Background: an optimization exercise with open tools, aiming at small area. Do not read the settings as production practice. RTL that was checked went through simulation tests only; none was proved equivalent to the original. Power figures rest on the tool's default switching activity, not on a simulated workload.

## main
==> flow/design.v <==
`timescale 1ns / 1ps
module MouseHandler(clk,rst,ps2_c_in,ps2_d_in,ps2_c_oe,ps2_d_oe,ps2_d_out,XMouseVGA,YMouseVGA,Botones);
input clk, rst;
input ps2_c_in, ps2_d_in;
output ps2_c_oe, ps2_d_oe, ps2_d_out;
output reg [9:0] XMouseVGA, YMouseVGA;
output reg [2:0] Botones;
reg fb;
reg [2:0] frun;
reg edge_c;
wire fsat = (frun == 3'd0);
wire all1 = fb & fsat;
wire all0 = ~fb & fsat;
wire fall_edge = edge_c & all0;
always @(posedge clk or posedge rst)
	if (rst) begin
		fb <= 1'b0;
		frun <= 3'd0;
		edge_c <= 1'b0;
	end else begin
		fb <= ps2_c_in;
		if (ps2_c_in != fb)
			frun <= 3'b001;
		else
			frun <= {frun[1:0], (~frun[2] & frun[1]) | (frun[2] & ~frun[1] & frun[0])};
		edge_c <= all1 | (edge_c & ~all0);
	end
reg go, s1, s2, s3;
wire tx_idle = ~(s1 | s2 | s3);
assign ps2_c_oe = s1;
assign ps2_d_oe = s2;
reg [3:0] cuenta;
wire trama = (cuenta == 4'd10);
localparam [15:0] LFSR_A = 16'h5d4b;
localparam [15:0] LFSR_B = 16'h5e0f;
localparam [15:0] LFSR_T = 16'hfbd0;
reg [15:0] tmr;
wire hit = (tmr == LFSR_T);
wire done = go & tx_idle;
wire tmr_load = ~go | (s2 & fall_edge & trama);
wire tmr_step = s1 | s3 | (s2 & fall_edge);
wire lfsr_fb = tmr[0] ^ tmr[3] ^ tmr[4] ^ tmr[5];
wire shift_x, shift_y;
wire [15:0] tmr_next = tmr_load ? (go ? LFSR_B : LFSR_A) :
	{done ? ps2_d_in : lfsr_fb, tmr[15:9], done ? ps2_d_in : tmr[8], tmr[7:1]};
always @(posedge clk) begin
	if (tmr_load | tmr_step | shift_x)
		tmr[7:0] <= tmr_next[7:0];
	if (tmr_load | tmr_step | shift_y)
		tmr[15:8] <= tmr_next[15:8];
end
assign ps2_d_out = tmr[0];
wire [7:0] dx = tmr[7:0];
wire [7:0] dy = tmr[15:8];
always @(posedge clk or posedge rst)
	if (rst) begin
		go <= 1'b0;
		s1 <= 1'b0;
		s2 <= 1'b0;
		s3 <= 1'b0;
	end else begin
		go <= 1'b1;
		s1 <= ~go | (s1 & ~hit);
		s2 <= (s1 & hit) | (s2 & ~(fall_edge & trama));
		s3 <= (s2 & fall_edge & trama) | (s3 & ~hit);
	end
localparam R0 = 3'd0, R1 = 3'd1, R2 = 3'd2, R3 = 3'd3, R4 = 3'd4;
reg [2:0] rxs;
wire rx_start = ~ps2_d_in & ps2_c_in & tx_idle;
wire clr_bits = (rxs == R0) & tx_idle;
wire shift = (rxs == R2) & ~trama;
wire rx_done = (rxs == R4);
always @(posedge clk or posedge rst)
	if (rst)
		rxs <= R0;
	else
		case (rxs)
			R0: rxs <= rx_start ? R1 : R0;
			R1: rxs <= fall_edge ? R2 : R1;
			R2: rxs <= R3;
			R3: rxs <= trama ? R4 : R1;
			default: rxs <= R0;
		endcase
always @(posedge clk)
	if (clr_bits)
		cuenta <= 4'd0;
	else
		cuenta <= cuenta ^ {&{cuenta[2:0], fall_edge}, &{cuenta[1:0], fall_edge}, cuenta[0] & fall_edge, fall_edge};
reg [1:0] nbyte;
wire listo = nbyte[1] & ~nbyte[0];
wire slot0 = ~nbyte[1] & ~nbyte[0];
wire slot1 = ~nbyte[1] & nbyte[0];
wire slot2 = nbyte[1] & nbyte[0];
always @(posedge clk or posedge rst)
	if (rst)
		nbyte <= 2'b00;
	else begin
		nbyte[0] <= rx_done ? ~nbyte[1] : nbyte[0];
		nbyte[1] <= nbyte[0] & (rx_done | nbyte[1]);
	end
reg [5:0] st;    
assign shift_x = done & shift & slot1;
assign shift_y = done & shift & slot2;
always @(posedge clk) begin
	if (shift & slot0 & ~cuenta[3])
		st <= {ps2_d_in, st[5:1]};
end
wire [9:0] subx = listo ? {{2{st[4]}}, dx} : 10'd0;
wire [9:0] suby = listo ? {{2{st[5]}}, dy} : 10'd0;
reg [9:0] xn, yn;
reg bx, by;
integer i;
always @* begin
	bx = 1'b0; by = 1'b0;
	for (i = 0; i < 10; i = i + 1) begin
		xn[i] = XMouseVGA[i] ^ subx[i] ^ bx;
		bx = (~XMouseVGA[i] & (subx[i] | bx)) | (subx[i] & bx);
		yn[i] = YMouseVGA[i] ^ suby[i] ^ by;
		by = (~YMouseVGA[i] & (suby[i] | by)) | (suby[i] & by);
	end
end
always @(posedge clk or posedge rst)
	if (rst) begin
		XMouseVGA <= 10'b0;
		YMouseVGA <= 10'b0;
	end else begin
		XMouseVGA <= xn;
		YMouseVGA <= yn;
	end
always @(posedge clk or posedge rst)
	if (rst)
		Botones <= 3'b0;
	else if (listo)
		Botones <= st[2:0];
endmodule
==> flow/config.mk <==
export PLATFORM = sky130hd
export DESIGN_NAME = MouseHandler
export DESIGN_NICKNAME = MouseHandler
export VERILOG_FILES = /design/flow/design.v
export SDC_FILE = /design/flow/constraint.sdc
export NUM_CORES = 4
export LEC_CHECK = 0
export CAP_MARGIN = 20
export CORE_MARGIN = 2
export CORE_UTILIZATION = 60
export SLEW_MARGIN = 20
==> flow/constraint.sdc <==
create_clock -name core_clock -period 10.0 [get_ports {clk}]
set_input_delay 2.0000 -clock core_clock [delete_from_list [all_inputs] [get_ports {clk}]]
set_output_delay 2.0000 -clock core_clock [all_outputs]
set_load 0.01 [all_outputs]
standard.sh (not shown) runs the stock make flow with config.mk's settings and CLKGATE_MAP_FILE= SYNTH_SCRIPT=/design/flow/synth_recipe.tcl, a recipe that flattens the netlist after the stock synthesis.
==> flow/flow/run.sh <==
#!/bin/bash
# The standard layout with these changes:
#  * after the standard synthesis, the combinational logic is re-mapped by
#    ABC for area (flip-flops, adder and tie cells kept as they are), the
#    result is proven equivalent to the standard netlist, and combinational
#    cells are set to their smallest drive strength;
#  * port buffers use the smallest buffer cell (sky130_fd_sc_hd__buf_1);
#  * clock tree built from clkbuf_4 without dummy loads.
set -euo pipefail
export PATH=$PATH:/OpenROAD-flow-scripts/tools/install/yosys/bin
export BUFFER_PORTS_ARGS="-buffer_cell sky130_fd_sc_hd__buf_1"
export CTS_ARGS="-sink_clustering_enable -repair_clock_nets -dont_use_dummy_load -buf_list sky130_fd_sc_hd__clkbuf_4"
R=$PWD/orfs/results/$FLOW_PLATFORM/MouseHandler/base
LIB=$FLOW_HOME/platforms/$FLOW_PLATFORM/lib/sky130_fd_sc_hd__tt_025C_1v80.lib
bash standard.sh $R/1_2_yosys.v > synth_flow.log 2>&1
cp $R/1_2_yosys.v standard_synth.v
bash flow/reabc.sh $R/1_2_yosys.v $LIB > reabc.log 2>&1
python3 flow/downsize.py $R/1_2_yosys.v $LIB > downsize.log 2>&1
bash flow/eqcheck.sh standard_synth.v $R/1_2_yosys.v $LIB > eqcheck.log 2>&1
bash standard.sh finish > standard_flow.log 2>&1
Other scripts of this flow, unchanged in this note and not shown: flow/flow/downsize.py, flow/flow/eqcheck.sh, flow/flow/reabc.sh
### main -> the feature branch
==> flow/design.v, changed modules only <==
module MouseHandler(clk,rst,ps2_c_in,ps2_d_in,ps2_c_oe,ps2_d_oe,ps2_d_out,XMouseVGA,YMouseVGA,Botones);
input clk, rst;
input ps2_c_in, ps2_d_in;
output ps2_c_oe, ps2_d_oe, ps2_d_out;
output [9:0] XMouseVGA, YMouseVGA;
output reg [2:0] Botones;
reg fb;
reg [2:0] frun;
reg edge_c;
wire fsat = (frun == 3'd0);
wire all1 = fb & fsat;
wire all0 = ~fb & fsat;
wire fall_edge = edge_c & all0;
always @(posedge clk or posedge rst)
	if (rst) begin
		fb <= 1'b0;
		frun <= 3'd0;
		edge_c <= 1'b0;
	end else begin
		fb <= ps2_c_in;
		if (ps2_c_in != fb)
			frun <= 3'b001;
		else
			frun <= {frun[1:0], (~frun[2] & frun[1]) | (frun[2] & ~frun[1] & frun[0])};
		edge_c <= all1 | (edge_c & ~all0);
	end
reg go, s1, s2, s3;
wire tx_idle = ~(s1 | s2 | s3);
assign ps2_c_oe = s1;
assign ps2_d_oe = s2;
reg [3:0] cuenta;
wire trama = (cuenta == 4'd10);
localparam [15:0] LFSR_A = 16'h5d4b;
localparam [15:0] LFSR_B = 16'h5e0f;
localparam [15:0] LFSR_T = 16'hfbd0;
reg [15:0] tmr;
wire hit = (tmr == LFSR_T);
wire done = go & tx_idle;
wire tmr_load = ~go | (s2 & fall_edge & trama);
wire tmr_step = s1 | s3 | (s2 & fall_edge);
wire lfsr_fb = tmr[0] ^ tmr[3] ^ tmr[4] ^ tmr[5];
wire shift_x, shift_y;
wire [15:0] tmr_next = tmr_load ? (go ? LFSR_B : LFSR_A) :
	{done ? ~ps2_d_in : lfsr_fb, tmr[15:9], done ? ~ps2_d_in : tmr[8], tmr[7:1]};
always @(posedge clk) begin
	if (tmr_load | tmr_step | shift_x)
		tmr[7:0] <= tmr_next[7:0];
	if (tmr_load | tmr_step | shift_y)
		tmr[15:8] <= tmr_next[15:8];
end
assign ps2_d_out = tmr[0];
wire [7:0] dx = ~tmr[7:0];    
wire [7:0] dy = ~tmr[15:8];
always @(posedge clk or posedge rst)
	if (rst) begin
		go <= 1'b0;
		s1 <= 1'b0;
		s2 <= 1'b0;
		s3 <= 1'b0;
	end else begin
		go <= 1'b1;
		s1 <= ~go | (s1 & ~hit);
		s2 <= (s1 & hit) | (s2 & ~(fall_edge & trama));
		s3 <= (s2 & fall_edge & trama) | (s3 & ~hit);
	end
localparam R0 = 3'd0, R1 = 3'd1, R2 = 3'd2, R3 = 3'd3, R4 = 3'd4;
reg [2:0] rxs;
wire rx_start = ~ps2_d_in & ps2_c_in & tx_idle;
wire clr_bits = (rxs == R0) & tx_idle;
wire shift = (rxs == R2) & ~trama;
wire rx_done = (rxs == R4);
always @(posedge clk or posedge rst)
	if (rst)
		rxs <= R0;
	else
		case (rxs)
			R0: rxs <= rx_start ? R1 : R0;
			R1: rxs <= fall_edge ? R2 : R1;
			R2: rxs <= R3;
			R3: rxs <= trama ? R4 : R1;
			default: rxs <= R0;
		endcase
always @(posedge clk)
	if (clr_bits)
		cuenta <= 4'd0;
	else
		cuenta <= cuenta ^ {&{cuenta[2:0], fall_edge}, &{cuenta[1:0], fall_edge}, cuenta[0] & fall_edge, fall_edge};
reg [1:0] nbyte;
wire listo = nbyte[1] & ~nbyte[0];
wire slot0 = ~nbyte[1] & ~nbyte[0];
wire slot1 = ~nbyte[1] & nbyte[0];
wire slot2 = nbyte[1] & nbyte[0];
always @(posedge clk or posedge rst)
	if (rst)
		nbyte <= 2'b00;
	else begin
		nbyte[0] <= rx_done ? ~nbyte[1] : nbyte[0];
		nbyte[1] <= nbyte[0] & (rx_done | nbyte[1]);
	end
reg [5:0] st;    
assign shift_x = done & shift & slot1;
assign shift_y = done & shift & slot2;
always @(posedge clk) begin
	if (shift & slot0 & ~cuenta[3])
		st <= {ps2_d_in, st[5:1]};
end
reg [9:0] nx, ny;
assign XMouseVGA = ~nx;
assign YMouseVGA = ~ny;
wire [9:0] gdx = {10{listo}} & {{2{st[4]}}, dx};
wire [9:0] gdy = {10{listo}} & {{2{st[5]}}, dy};
reg [9:0] xn, yn;
reg cx, cy;
integer i;
always @* begin
	cx = 1'b0; cy = 1'b0;
	for (i = 0; i < 10; i = i + 1) begin
		xn[i] = nx[i] ^ gdx[i] ^ cx;
		cx = (nx[i] & gdx[i]) | (nx[i] & cx) | (gdx[i] & cx);
		yn[i] = ny[i] ^ gdy[i] ^ cy;
		cy = (ny[i] & gdy[i]) | (ny[i] & cy) | (gdy[i] & cy);
	end
end
always @(posedge clk or posedge rst)
	if (rst) begin
		nx <= 10'h3ff;
		ny <= 10'h3ff;
	end else begin
		nx <= xn;
		ny <= yn;
	end
always @(posedge clk or posedge rst)
	if (rst)
		Botones <= 3'b0;
	else if (listo)
		Botones <= st[2:0];
endmodule
### Flow results
- Looking at peak clock frequency supported by timing across both flows, the feature branch is the stronger of the two, with main trailing.
- On clock network area share, the feature branch and main are basically level.
- Status: global-route usage parity (the feature branch, main)
- Delta (the feature branch minus main): power share of the clock group decreased 1.0 points, fraction of the core area covered by cells at the end of the flow decreased 0.28 points, global-route wire length before repair decreased 320 µm, total number of nets in the final design decreased 4.1%, wire length on met2 decreased about 5%.
- The feature branch ended up with a higher portion of the layout cell area used by non-clock buffers than main did.
- In the reports for the feature branch and main, the larger number of logic stages on the critical path including buffering belongs to main.
- | count of plain and timing-repair buffers in the layout | the feature branch vs main | 1 higher |
Function was not checked in any run of this note: the RTL went through the layout flow alone.


## rev 12
MouseHandler, a different RTL version from the one above (not shown whole).
Size in the first run: roughly 30 I/O pins, about 2800 um2 of cells after synthesis.
==> module MouseHandler, before the edit <==
module MouseHandler(clk,rst,ps2_c_in,ps2_d_in,ps2_c_oe,ps2_d_oe,ps2_d_out,XMouseVGA,YMouseVGA,Botones);
input clk, rst;
input ps2_c_in, ps2_d_in;
output ps2_c_oe, ps2_d_oe, ps2_d_out;
output [9:0] XMouseVGA, YMouseVGA;
output reg [2:0] Botones;
reg fb;
reg [2:0] frun;
reg edge_c;
wire fsat = (frun == 3'd0);
wire all1 = fb & fsat;
wire all0 = ~fb & fsat;
wire fall_edge = edge_c & all0;
always @(posedge clk or posedge rst)
	if (rst) begin
		fb <= 1'b0;
		frun <= 3'd0;
		edge_c <= 1'b0;
	end else begin
		fb <= ps2_c_in;
		if (ps2_c_in != fb)
			frun <= 3'b001;
		else
			frun <= {frun[1:0], (~frun[2] & frun[1]) | (frun[2] & ~frun[1] & frun[0])};
		edge_c <= all1 | (edge_c & ~all0);
	end
reg go, s1, s2, s3;
wire tx_idle = ~(s1 | s2 | s3);
assign ps2_c_oe = s1;
assign ps2_d_oe = s2;
reg [3:0] cuenta;
wire trama = (cuenta == 4'd10);
localparam [15:0] LFSR_A = 16'h5d4b;
localparam [15:0] LFSR_B = 16'h5e0f;
localparam [15:0] LFSR_T = 16'hfbd0;
reg [15:0] tmr;
wire hit = (tmr == LFSR_T);
wire done = go & tx_idle;
wire tmr_load = ~go | (s2 & fall_edge & trama);
wire tmr_step = s1 | s3 | (s2 & fall_edge);
wire lfsr_fb = tmr[0] ^ tmr[3] ^ tmr[4] ^ tmr[5];
wire shift_x, shift_y;
wire [15:0] tmr_next = tmr_load ? (go ? LFSR_B : LFSR_A) :
	{done ? ps2_d_in : lfsr_fb, tmr[15:9], done ? ps2_d_in : tmr[8], tmr[7:1]};
always @(posedge clk) begin
	if (tmr_load | tmr_step | shift_x)
		tmr[7:0] <= tmr_next[7:0];
	if (tmr_load | tmr_step | shift_y)
		tmr[15:8] <= tmr_next[15:8];
end
assign ps2_d_out = tmr[0];
wire [7:0] dx = tmr[7:0];
wire [7:0] dy = tmr[15:8];
always @(posedge clk or posedge rst)
	if (rst) begin
		go <= 1'b0;
		s1 <= 1'b0;
		s2 <= 1'b0;
		s3 <= 1'b0;
	end else begin
		go <= 1'b1;
		s1 <= ~go | (s1 & ~hit);
		s2 <= (s1 & hit) | (s2 & ~(fall_edge & trama));
		s3 <= (s2 & fall_edge & trama) | (s3 & ~hit);
	end
localparam R0 = 3'd0, R1 = 3'd1, R2 = 3'd2, R3 = 3'd3, R4 = 3'd4;
reg [2:0] rxs;
wire rx_start = ~ps2_d_in & ps2_c_in & tx_idle;
wire clr_bits = (rxs == R0) & tx_idle;
wire shift = (rxs == R2) & ~trama;
wire rx_done = (rxs == R4);
always @(posedge clk or posedge rst)
	if (rst)
		rxs <= R0;
	else
		case (rxs)
			R0: rxs <= rx_start ? R1 : R0;
			R1: rxs <= fall_edge ? R2 : R1;
			R2: rxs <= R3;
			R3: rxs <= trama ? R4 : R1;
			default: rxs <= R0;
		endcase
always @(posedge clk)
	if (clr_bits)
		cuenta <= 4'd0;
	else
		cuenta <= cuenta ^ {&{cuenta[2:0], fall_edge}, &{cuenta[1:0], fall_edge}, cuenta[0] & fall_edge, fall_edge};
reg [1:0] nbyte;
wire listo = nbyte[1] & ~nbyte[0];
wire slot0 = ~nbyte[1] & ~nbyte[0];
wire slot1 = ~nbyte[1] & nbyte[0];
wire slot2 = nbyte[1] & nbyte[0];
always @(posedge clk or posedge rst)
	if (rst)
		nbyte <= 2'b00;
	else begin
		nbyte[0] <= rx_done ? ~nbyte[1] : nbyte[0];
		nbyte[1] <= nbyte[0] & (rx_done | nbyte[1]);
	end
reg [5:0] st;    
assign shift_x = done & shift & slot1;
assign shift_y = done & shift & slot2;
always @(posedge clk) begin
	if (shift & slot0 & ~cuenta[3])
		st <= {ps2_d_in, st[5:1]};
end
reg [9:0] nx, ny;
assign XMouseVGA = ~nx;
assign YMouseVGA = ~ny;
wire [9:0] gdx = {10{listo}} & {{2{st[4]}}, dx};
wire [9:0] gdy = {10{listo}} & {{2{st[5]}}, dy};
reg [9:0] xn, yn;
reg cx, cy;
integer i;
always @* begin
	cx = 1'b0; cy = 1'b0;
	for (i = 0; i < 10; i = i + 1) begin
		xn[i] = nx[i] ^ gdx[i] ^ cx;
		cx = (nx[i] & gdx[i]) | (nx[i] & cx) | (gdx[i] & cx);
		yn[i] = ny[i] ^ gdy[i] ^ cy;
		cy = (ny[i] & gdy[i]) | (ny[i] & cy) | (gdy[i] & cy);
	end
end
always @(posedge clk or posedge rst)
	if (rst) begin
		nx <= 10'h3ff;
		ny <= 10'h3ff;
	end else begin
		nx <= xn;
		ny <= yn;
	end
always @(posedge clk or posedge rst)
	if (rst)
		Botones <= 3'b0;
	else if (listo)
		Botones <= st[2:0];
endmodule
clock: 10.0 ns
lec_check: 0
cap_margin: 20
core_margin: 2
core_utilization: 60
slew_margin: 20
Scripts as last shown in full above: flow/flow/run.sh
Other scripts of this flow, unchanged in this note and not shown: flow/flow/downsize.py, flow/flow/eqcheck.sh, flow/flow/reabc.sh
Input-level comparison between rev 13 and rev 12:
--- a/flow/design.v
+++ b/flow/design.v
@@ -23,24 +23,28 @@
 			frun <= 3'b001;
 		else
 			frun <= {frun[1:0], (~frun[2] & frun[1]) | (frun[2] & ~frun[1] & frun[0])};
 		edge_c <= all1 | (edge_c & ~all0);
 	end
-reg go, s1, s2, s3;
-wire tx_idle = ~(s1 | s2 | s3);
+reg s1, s2, s3;
+wire init = s2 & s3;
+wire go = ~init;
+wire p2 = s2 & ~s3;
+wire p3 = s3 & ~s2;
+wire tx_idle = ~s1 & ~(s2 ^ s3);
 assign ps2_c_oe = s1;
-assign ps2_d_oe = s2;
+assign ps2_d_oe = p2;
 reg [3:0] cuenta;
 wire trama = (cuenta == 4'd10);
 localparam [15:0] LFSR_A = 16'h5d4b;
 localparam [15:0] LFSR_B = 16'h5e0f;
 localparam [15:0] LFSR_T = 16'hfbd0;
 reg [15:0] tmr;
 wire hit = (tmr == LFSR_T);
-wire done = go & tx_idle;
-wire tmr_load = ~go | (s2 & fall_edge & trama);
-wire tmr_step = s1 | s3 | (s2 & fall_edge);
+wire done = ~s1 & ~s2 & ~s3;
+wire tmr_load = init | (p2 & fall_edge & trama);
+wire tmr_step = s1 | p3 | (p2 & fall_edge);
 wire lfsr_fb = tmr[0] ^ tmr[3] ^ tmr[4] ^ tmr[5];
 wire shift_x, shift_y;
 wire [15:0] tmr_next = tmr_load ? (go ? LFSR_B : LFSR_A) :
 	{done ? ps2_d_in : lfsr_fb, tmr[15:9], done ? ps2_d_in : tmr[8], tmr[7:1]};
 always @(posedge clk) begin
@@ -52,19 +56,17 @@
 assign ps2_d_out = tmr[0];
 wire [7:0] dx = tmr[7:0];
 wire [7:0] dy = tmr[15:8];
 always @(posedge clk or posedge rst)
 	if (rst) begin
-		go <= 1'b0;
 		s1 <= 1'b0;
-		s2 <= 1'b0;
-		s3 <= 1'b0;
+		s2 <= 1'b1;
+		s3 <= 1'b1;
 	end else begin
-		go <= 1'b1;
-		s1 <= ~go | (s1 & ~hit);
-		s2 <= (s1 & hit) | (s2 & ~(fall_edge & trama));
-		s3 <= (s2 & fall_edge & trama) | (s3 & ~hit);
+		s1 <= init | (s1 & ~hit);
+		s2 <= (s1 & hit) | (p2 & ~(fall_edge & trama));
+		s3 <= (p2 & fall_edge & trama) | (p3 & ~hit);
 	end
 localparam R0 = 3'd0, R1 = 3'd1, R2 = 3'd2, R3 = 3'd3, R4 = 3'd4;
 reg [2:0] rxs;
 wire rx_start = ~ps2_d_in & ps2_c_in & tx_idle;
 wire clr_bits = (rxs == R0) & tx_idle;
### Flow results
In the reports for rev 12 and rev 13, the smaller clock group share of total power belongs to rev 12. | die height | rev 13 vs rev 12 | ≈ equal |. Overall power of the completed layout (lower): rev 13. Cell area | rev 13 vs rev 12 | rev 13 larger. Net switching power figure in rev 13 is 0.000021 W below rev 12. What rev 12 reported for sequential power has to be multiplied by 0.917 to get the figure for rev 13.
Only the layout flow was run in rev 13; the RTL was not checked for function there.

## what the ideal ports hide
The results above use ideal ports. As a check the final layouts listed here were re-extracted and re-timed, cells and wires unchanged. Step 1 assumes that a clkbuf_16 drives the clock port and a buf_2 every other input. Step 2 adds t to the input delays and takes it off the output delays; t is the mean of the earliest and latest rising clock arrival at the registers after step 1. Input paths then give back, and output paths get back, about the clock's delay inside the block. Slacks: no drivers / after step 1 / after step 2; pairs: no drivers / after step 1.
run	t (ns)	setup WS [ns]	worst setup path after step 2	cell pins on the clock port's net
main	0.409	5.224 / 5.224 / 5.224	register to register	1
the feature branch	0.403	5.248 / 5.248 / 5.248	register to register	1
rev 12	0.404	5.310 / 5.310 / 5.310	register to register	1
rev 13	0.394	5.282 / 5.282 / 5.282	register to register	1
After both steps every run listed still meets setup and hold.
